Background: an optimization exercise with open tools, aiming at small area and a short achievable clock period. Do not read the settings as production practice. Power figures rest on the tool's default switching activity, not on a simulated workload.

==> module add_bk, before the edit <==
module add_bk #(parameter N = 16) (
    input  [N-1:0] a,
    input  [N-1:0] b,
    input          ci,
    output [N-1:0] s
);
    localparam L = $clog2(N);
    wire [N-1:0] p0 = a ^ b;
    wire [N-1:0] g0 = a & b;
    wire [N*2*L-1:0] G;
    wire [N*2*L-1:0] P;
    assign G[N-1:0] = {g0[N-1:1], g0[0] | (p0[0] & ci)};
    assign P[N-1:0] = p0;
    genvar l, i;
    generate
        for (l = 0; l < L; l = l + 1) begin : up
            for (i = 0; i < N; i = i + 1) begin : bt
                if (((i + 1) % (2 << l)) == 0) begin : node
                    assign G[(l+1)*N+i] = G[l*N+i] | (P[l*N+i] & G[l*N+i-(1<<l)]);
                    assign P[(l+1)*N+i] = P[l*N+i] & P[l*N+i-(1<<l)];
                end else begin : pass
                    assign G[(l+1)*N+i] = G[l*N+i];
                    assign P[(l+1)*N+i] = P[l*N+i];
                end
            end
        end
        for (l = L - 2; l >= 0; l = l - 1) begin : down
            for (i = 0; i < N; i = i + 1) begin : bt
                if (((i + 1) % (2 << l)) == (1 << l) && i >= (2 << l)) begin : node
                    assign G[(2*L-1-l)*N+i] = G[(2*L-2-l)*N+i] | (P[(2*L-2-l)*N+i] & G[(2*L-2-l)*N+i-(1<<l)]);
                    assign P[(2*L-1-l)*N+i] = P[(2*L-2-l)*N+i] & P[(2*L-2-l)*N+i-(1<<l)];
                end else begin : pass
                    assign G[(2*L-1-l)*N+i] = G[(2*L-2-l)*N+i];
                    assign P[(2*L-1-l)*N+i] = P[(2*L-2-l)*N+i];
                end
            end
        end
    endgenerate
    wire [N-1:0] gf = G[(2*L-1)*N +: N];
    assign s = p0 ^ {gf[N-2:0], ci};
endmodule
==> module add_sk, before the edit <==
module add_sk #(parameter N = 16) (
    input  [N-1:0] a,
    input  [N-1:0] b,
    input          ci,
    output [N-1:0] s
);
    localparam L = $clog2(N);
    wire [N-1:0] p0 = a ^ b;
    wire [N-1:0] g0 = a & b;
    wire [N*(L+1)-1:0] G;
    wire [N*(L+1)-1:0] P;
    assign G[N-1:0] = {g0[N-1:1], g0[0] | (p0[0] & ci)};
    assign P[N-1:0] = p0;
    genvar l, i;
    generate
        for (l = 0; l < L; l = l + 1) begin : lv
            for (i = 0; i < N; i = i + 1) begin : bt
                if ((i >> l) % 2 == 1) begin : node
                    assign G[(l+1)*N+i] = G[l*N+i] | (P[l*N+i] & G[l*N+((i>>l)<<l)-1]);
                    assign P[(l+1)*N+i] = P[l*N+i] & P[l*N+((i>>l)<<l)-1];
                end else begin : pass
                    assign G[(l+1)*N+i] = G[l*N+i];
                    assign P[(l+1)*N+i] = P[l*N+i];
                end
            end
        end
    endgenerate
    wire [N-1:0] gf = G[L*N +: N];
    assign s = p0 ^ {gf[N-2:0], ci};
endmodule
==> module cordic, before the edit <==
module cordic (
    input clk,
    input rst_n,
    input start,
    input [15:0] angle,
    output reg [15:0] cos,
    output reg [15:0] sin
);
    reg [16:0] r;
    reg [3:0] cnt;
    wire d = ~r[16];
    wire idle = cnt[3] & cnt[2] & cnt[1];
    reg [14:0] e;
    always @(*) begin
        case (cnt)
            4'd0:  e = 15'h6487;
            4'd1:  e = 15'h3B58;
            4'd2:  e = 15'h1F5B;
            4'd3:  e = 15'h0FEA;
            4'd4:  e = 15'h07FD;
            4'd5:  e = 15'h03FF;
            4'd6:  e = 15'h01FF;
            4'd7:  e = 15'h00FF;
            4'd8:  e = 15'h007F;
            4'd9:  e = 15'h003F;
            4'd10: e = 15'h001F;
            4'd11: e = 15'h000F;
            4'd12: e = 15'h0007;
            4'd13: e = 15'h0003;
            default: e = 15'h0000;
        endcase
    end
    wire [15:0] tc_sh = sin >> cnt;
    wire [15:0] ts_sh = cos >> cnt;
    wire [15:0] tc = {tc_sh[15:2], tc_sh[1:0] & {2{~idle}}};
    wire [15:0] ts = {ts_sh[15:2], ts_sh[1:0] & {2{~idle}}};
    wire [15:0] new_cos;
    wire [15:0] new_sin;
    wire [16:0] new_r;
    add_bk #(16) i_add_c (.a(cos), .b(tc ^ {16{d}}), .ci(d), .s(new_cos));
    add_bk #(16) i_add_s (.a(sin), .b(ts ^ {16{~d}}), .ci(~d), .s(new_sin));
    add_bk #(17) i_add_r (.a(r), .b({2'b00, e} ^ {17{d}}), .ci(d), .s(new_r));
    wire lo = (cnt == 4'd0) && (r[15:0] < 16'd2516);
    always @(posedge clk) begin
        if (start) begin
            cos <= 16'h4DBA;
            sin <= 16'h0000;
            r <= {1'b0, angle};
        end else begin
            cos <= new_cos;
            sin <= new_sin;
            r <= {new_r[16], new_r[15] & ~lo, new_r[14:0]};
        end
    end
    always @(posedge clk or negedge rst_n) begin
        if (!rst_n)
            cnt <= 4'hF;
        else if (start)
            cnt <= 4'h0;
        else if (cnt != 4'hF)
            cnt <= cnt + 4'h1;
    end
endmodule
Settings: LEC_CHECK=0, ABC_AREA=1, CAP_MARGIN=20, CORE_MARGIN=2, CORE_UTILIZATION=40, SLEW_MARGIN=20; clock period 16.0 ns.
standard.sh (not shown) runs the stock make flow with config.mk's settings and CLKGATE_MAP_FILE= SYNTH_SCRIPT=/design/flow/synth_recipe.tcl, a recipe that flattens the netlist after the stock synthesis.
==> flow/flow/run.sh <==
#!/bin/bash
# Standard layout, with repair_timing aiming for extra setup slack so that the
# achieved period, not just the 16 ns clock, is optimised, and plain buffers
# (instead of delay cells) on the ports.
set -euo pipefail
bash standard.sh SETUP_SLACK_MARGIN=11.8 'BUFFER_PORTS_ARGS=-buffer_cell sky130_fd_sc_hd__buf_2' finish > standard_flow.log 2>&1
The first run completed without violations.
Rerun with:
--- a/flow/design.v
+++ b/flow/design.v
@@ -5,5 +5,5 @@
     output [N-1:0] s
 );
-    localparam L = $clog2(N);
+    localparam L = (N <= 2) ? 1 : (N <= 4) ? 2 : (N <= 8) ? 3 : (N <= 16) ? 4 : (N <= 32) ? 5 : 6;
     wire [N-1:0] p0 = a ^ b;
     wire [N-1:0] g0 = a & b;
@@ -46,5 +46,5 @@
     output [N-1:0] s
 );
-    localparam L = $clog2(N);
+    localparam L = (N <= 2) ? 1 : (N <= 4) ? 2 : (N <= 8) ? 3 : (N <= 16) ? 4 : (N <= 32) ? 5 : 6;
     wire [N-1:0] p0 = a ^ b;
     wire [N-1:0] g0 = a & b;
@@ -125,6 +125,6 @@
     wire [15:0] new_sin;
     wire [16:0] new_r;
-    add_bk #(16) i_add_c (.a(cos), .b(tc ^ {16{d}}), .ci(d), .s(new_cos));
-    add_bk #(16) i_add_s (.a(sin), .b(ts ^ {16{~d}}), .ci(~d), .s(new_sin));
+    assign new_cos = cos + (tc ^ {16{d}}) + {15'd0, d};
+    assign new_sin = sin + (ts ^ {16{~d}}) + {15'd0, ~d};
     add_bk #(17) i_add_r (.a(r), .b({2'b00, e} ^ {17{d}}), .ci(d), .s(new_r));
     wire lo = (cnt == 4'd0) && (r[15:0] < 16'd2516);
Cell area grows by 2.8%.
Worst setup slack gets better by 0.049 ns.
Utilization is about the same.
Clock power went up by 27%.
Cell count rises by 5.4%.
Area after synthesis climbs by 0.74%.
Fmax goes up by 1.2%.
Critical path depth stays the same.
Function was not checked in any run of this note: the RTL went through the layout flow alone.

* * *

Setup of v6:
The RTL this note starts from:
==> flow/design.v <==
module add_bk #(parameter N = 16) (
    input  [N-1:0] a,
    input  [N-1:0] b,
    input          ci,
    output [N-1:0] s
);
    localparam L = (N <= 2) ? 1 : (N <= 4) ? 2 : (N <= 8) ? 3 : (N <= 16) ? 4 : (N <= 32) ? 5 : 6;
    wire [N-1:0] p0 = a ^ b;
    wire [N-1:0] g0 = a & b;
    wire [N*2*L-1:0] G;
    wire [N*2*L-1:0] P;
    assign G[N-1:0] = {g0[N-1:1], g0[0] | (p0[0] & ci)};
    assign P[N-1:0] = p0;
    genvar l, i;
    generate
        for (l = 0; l < L; l = l + 1) begin : up
            for (i = 0; i < N; i = i + 1) begin : bt
                if (((i + 1) % (2 << l)) == 0) begin : node
                    assign G[(l+1)*N+i] = G[l*N+i] | (P[l*N+i] & G[l*N+i-(1<<l)]);
                    assign P[(l+1)*N+i] = P[l*N+i] & P[l*N+i-(1<<l)];
                end else begin : pass
                    assign G[(l+1)*N+i] = G[l*N+i];
                    assign P[(l+1)*N+i] = P[l*N+i];
                end
            end
        end
        for (l = L - 2; l >= 0; l = l - 1) begin : down
            for (i = 0; i < N; i = i + 1) begin : bt
                if (((i + 1) % (2 << l)) == (1 << l) && i >= (2 << l)) begin : node
                    assign G[(2*L-1-l)*N+i] = G[(2*L-2-l)*N+i] | (P[(2*L-2-l)*N+i] & G[(2*L-2-l)*N+i-(1<<l)]);
                    assign P[(2*L-1-l)*N+i] = P[(2*L-2-l)*N+i] & P[(2*L-2-l)*N+i-(1<<l)];
                end else begin : pass
                    assign G[(2*L-1-l)*N+i] = G[(2*L-2-l)*N+i];
                    assign P[(2*L-1-l)*N+i] = P[(2*L-2-l)*N+i];
                end
            end
        end
    endgenerate
    wire [N-1:0] gf = G[(2*L-1)*N +: N];
    assign s = p0 ^ {gf[N-2:0], ci};
endmodule
module add_sk #(parameter N = 16) (
    input  [N-1:0] a,
    input  [N-1:0] b,
    input          ci,
    output [N-1:0] s
);
    localparam L = (N <= 2) ? 1 : (N <= 4) ? 2 : (N <= 8) ? 3 : (N <= 16) ? 4 : (N <= 32) ? 5 : 6;
    wire [N-1:0] p0 = a ^ b;
    wire [N-1:0] g0 = a & b;
    wire [N*(L+1)-1:0] G;
    wire [N*(L+1)-1:0] P;
    assign G[N-1:0] = {g0[N-1:1], g0[0] | (p0[0] & ci)};
    assign P[N-1:0] = p0;
    genvar l, i;
    generate
        for (l = 0; l < L; l = l + 1) begin : lv
            for (i = 0; i < N; i = i + 1) begin : bt
                if ((i >> l) % 2 == 1) begin : node
                    assign G[(l+1)*N+i] = G[l*N+i] | (P[l*N+i] & G[l*N+((i>>l)<<l)-1]);
                    assign P[(l+1)*N+i] = P[l*N+i] & P[l*N+((i>>l)<<l)-1];
                end else begin : pass
                    assign G[(l+1)*N+i] = G[l*N+i];
                    assign P[(l+1)*N+i] = P[l*N+i];
                end
            end
        end
    endgenerate
    wire [N-1:0] gf = G[L*N +: N];
    assign s = p0 ^ {gf[N-2:0], ci};
endmodule
module add_rc #(parameter N = 16) (
    input  [N-1:0] a,
    input  [N-1:0] b,
    input          ci,
    output [N-1:0] s
);
    wire [N:0] c;
    assign c[0] = ci;
    genvar i;
    generate
        for (i = 0; i < N; i = i + 1) begin : bt
            assign c[i+1] = (a[i] & b[i]) | (c[i] & (a[i] ^ b[i]));
        end
    endgenerate
    assign s = a ^ b ^ c[N-1:0];
endmodule
module cordic (
    input clk,
    input rst_n,
    input start,
    input [15:0] angle,
    output reg [15:0] cos,
    output reg [15:0] sin
);
    reg [16:0] r;
    reg [3:0] cnt;
    wire d = ~r[16];
    wire idle = cnt[3] & cnt[2] & cnt[1];
    reg [14:0] e;
    always @(*) begin
        case (cnt)
            4'd0:  e = 15'h6487;
            4'd1:  e = 15'h3B58;
            4'd2:  e = 15'h1F5B;
            4'd3:  e = 15'h0FEA;
            4'd4:  e = 15'h07FD;
            4'd5:  e = 15'h03FF;
            4'd6:  e = 15'h01FF;
            4'd7:  e = 15'h00FF;
            4'd8:  e = 15'h007F;
            4'd9:  e = 15'h003F;
            4'd10: e = 15'h001F;
            4'd11: e = 15'h000F;
            4'd12: e = 15'h0007;
            4'd13: e = 15'h0003;
            default: e = 15'h0000;
        endcase
    end
    wire [15:0] tc_sh = sin >> cnt;
    wire [15:0] ts_sh = cos >> cnt;
    wire [15:0] tc = {tc_sh[15:2], tc_sh[1:0] & {2{~idle}}};
    wire [15:0] ts = {ts_sh[15:2], ts_sh[1:0] & {2{~idle}}};
    wire [15:0] new_cos;
    wire [15:0] new_sin;
    wire [16:0] new_r;
    add_bk #(16) i_add_c (.a(cos), .b(tc ^ {16{d}}), .ci(d), .s(new_cos));
    add_bk #(16) i_add_s (.a(sin), .b(ts ^ {16{~d}}), .ci(~d), .s(new_sin));
    assign new_r = r + ({2'b00, e} ^ {17{d}}) + {16'd0, d};
    wire lo = (cnt == 4'd0) && (r[15:0] < 16'd2516);
    always @(posedge clk) begin
        if (start) begin
            cos <= 16'h4DBA;
            sin <= 16'h0000;
            r <= {1'b0, angle};
        end else begin
            cos <= new_cos;
            sin <= new_sin;
            r <= {new_r[16], new_r[15] & ~lo, new_r[14:0]};
        end
    end
    always @(posedge clk or negedge rst_n) begin
        if (!rst_n)
            cnt <= 4'hF;
        else if (start)
            cnt <= 4'h0;
        else if (cnt != 4'hF)
            cnt <= cnt + 4'h1;
    end
endmodule
==> flow/config.mk <==
export PLATFORM = sky130hd
export DESIGN_NAME = cordic
export DESIGN_NICKNAME = cordic
export VERILOG_FILES = /design/flow/design.v
export SDC_FILE = /design/flow/constraint.sdc
export NUM_CORES = 4
export LEC_CHECK = 0
export ABC_AREA = 1
export CAP_MARGIN = 20
export CORE_MARGIN = 2
export CORE_UTILIZATION = 40
export SLEW_MARGIN = 20
==> flow/constraint.sdc <==
create_clock -name core_clock -period 16.0 [get_ports {clk}]
set_input_delay 3.2000 -clock core_clock [delete_from_list [all_inputs] [get_ports {clk}]]
set_output_delay 3.2000 -clock core_clock [all_outputs]
set_load 0.01 [all_outputs]
Scripts as last shown in full above: flow/flow/run.sh
v6 ran to completion and came out clean on the timing, design-rule and antenna checks.
diff inputs: v6 => v7
-- flow/design.v --
<<< v6, line 5
    output [N-1:0] s
);
    localparam L = (N <= 2) ? 1 : (N <= 4) ? 2 : (N <= 8) ? 3 : (N <= 16) ? 4 : (N <= 32) ? 5 : 6;
    wire [N-1:0] p0 = a ^ b;
    wire [N-1:0] g0 = a & b;
>>> v7, line 5
    output [N-1:0] s
);
    localparam L = $clog2(N);
    wire [N-1:0] p0 = a ^ b;
    wire [N-1:0] g0 = a & b;
<<< v6, line 46
    output [N-1:0] s
);
    localparam L = (N <= 2) ? 1 : (N <= 4) ? 2 : (N <= 8) ? 3 : (N <= 16) ? 4 : (N <= 32) ? 5 : 6;
    wire [N-1:0] p0 = a ^ b;
    wire [N-1:0] g0 = a & b;
>>> v7, line 46
    output [N-1:0] s
);
    localparam L = $clog2(N);
    wire [N-1:0] p0 = a ^ b;
    wire [N-1:0] g0 = a & b;
<<< v6, line 127
    add_bk #(16) i_add_c (.a(cos), .b(tc ^ {16{d}}), .ci(d), .s(new_cos));
    add_bk #(16) i_add_s (.a(sin), .b(ts ^ {16{~d}}), .ci(~d), .s(new_sin));
    assign new_r = r + ({2'b00, e} ^ {17{d}}) + {16'd0, d};
    wire lo = (cnt == 4'd0) && (r[15:0] < 16'd2516);
    always @(posedge clk) begin
>>> v7, line 127
    add_bk #(16) i_add_c (.a(cos), .b(tc ^ {16{d}}), .ci(d), .s(new_cos));
    add_bk #(16) i_add_s (.a(sin), .b(ts ^ {16{~d}}), .ci(~d), .s(new_sin));
    add_rc #(17) i_add_r (.a(r), .b({2'b00, e} ^ {17{d}}), .ci(d), .s(new_r));
    wire lo = (cnt == 4'd0) && (r[15:0] < 16'd2516);
    always @(posedge clk) begin
Notes after the runs:
Looking at global-route usage, v7 sits 3.8 points above v6. Diff v7..v6 | power of the sequential group | negligible. Going from v6 to v7, the combinational-cell power consumption was found to have gone down by 21%. v6 has a lower routed length on met3 than v7. Starting density of the core essentially unchanged between v7 and v6. When v7 is measured against v6, its measured slew at the worst slew-check pin turns out 0.023 ns higher. Of the two values seen for launching element of the worst setup path, sin[15]$_SDFF_PP0_ was produced by v6 and cnt[0]$_DFFE_PN1P_ by v7.
Function was not checked in any run of this note: the RTL went through the layout flow alone.

afterwards: timing with drivers on the ports:
Ports are ideal in the flow. The routed layouts listed here were re-timed in OpenROAD. Step 1 sets driving cells, clkbuf_16 on the clock port and buf_2 on the other inputs (assumed; they add their load-dependent delay and slew). Step 2, shift: input delay + t, output delay - t, t = (earliest + latest rising clock arrival at the registers) / 2. This alone moves slack from input paths to output paths. Three values: no drivers, after step 1, after step 2; two values: the first two.
run | t, ns | setup slack, ns | worst data-port slew with drivers (ns)
the first run of note 1 | 0.346 | 11.879 / 11.839 / 11.671 | 0.04
the second run of note 1 | 0.339 | 11.927 / 11.889 / 11.654 | 0.03
v6 | 0.341 | 11.864 / 11.823 / 11.763 | 0.04
v7 | 0.353 | 9.140 / 9.140 / 9.140 | 0.03
After both steps every run listed still meets setup and hold. For the second run of note 1, which loses most, drivers alone change the setup slack by -0.038 ns; drivers and shift together by -0.273 ns.
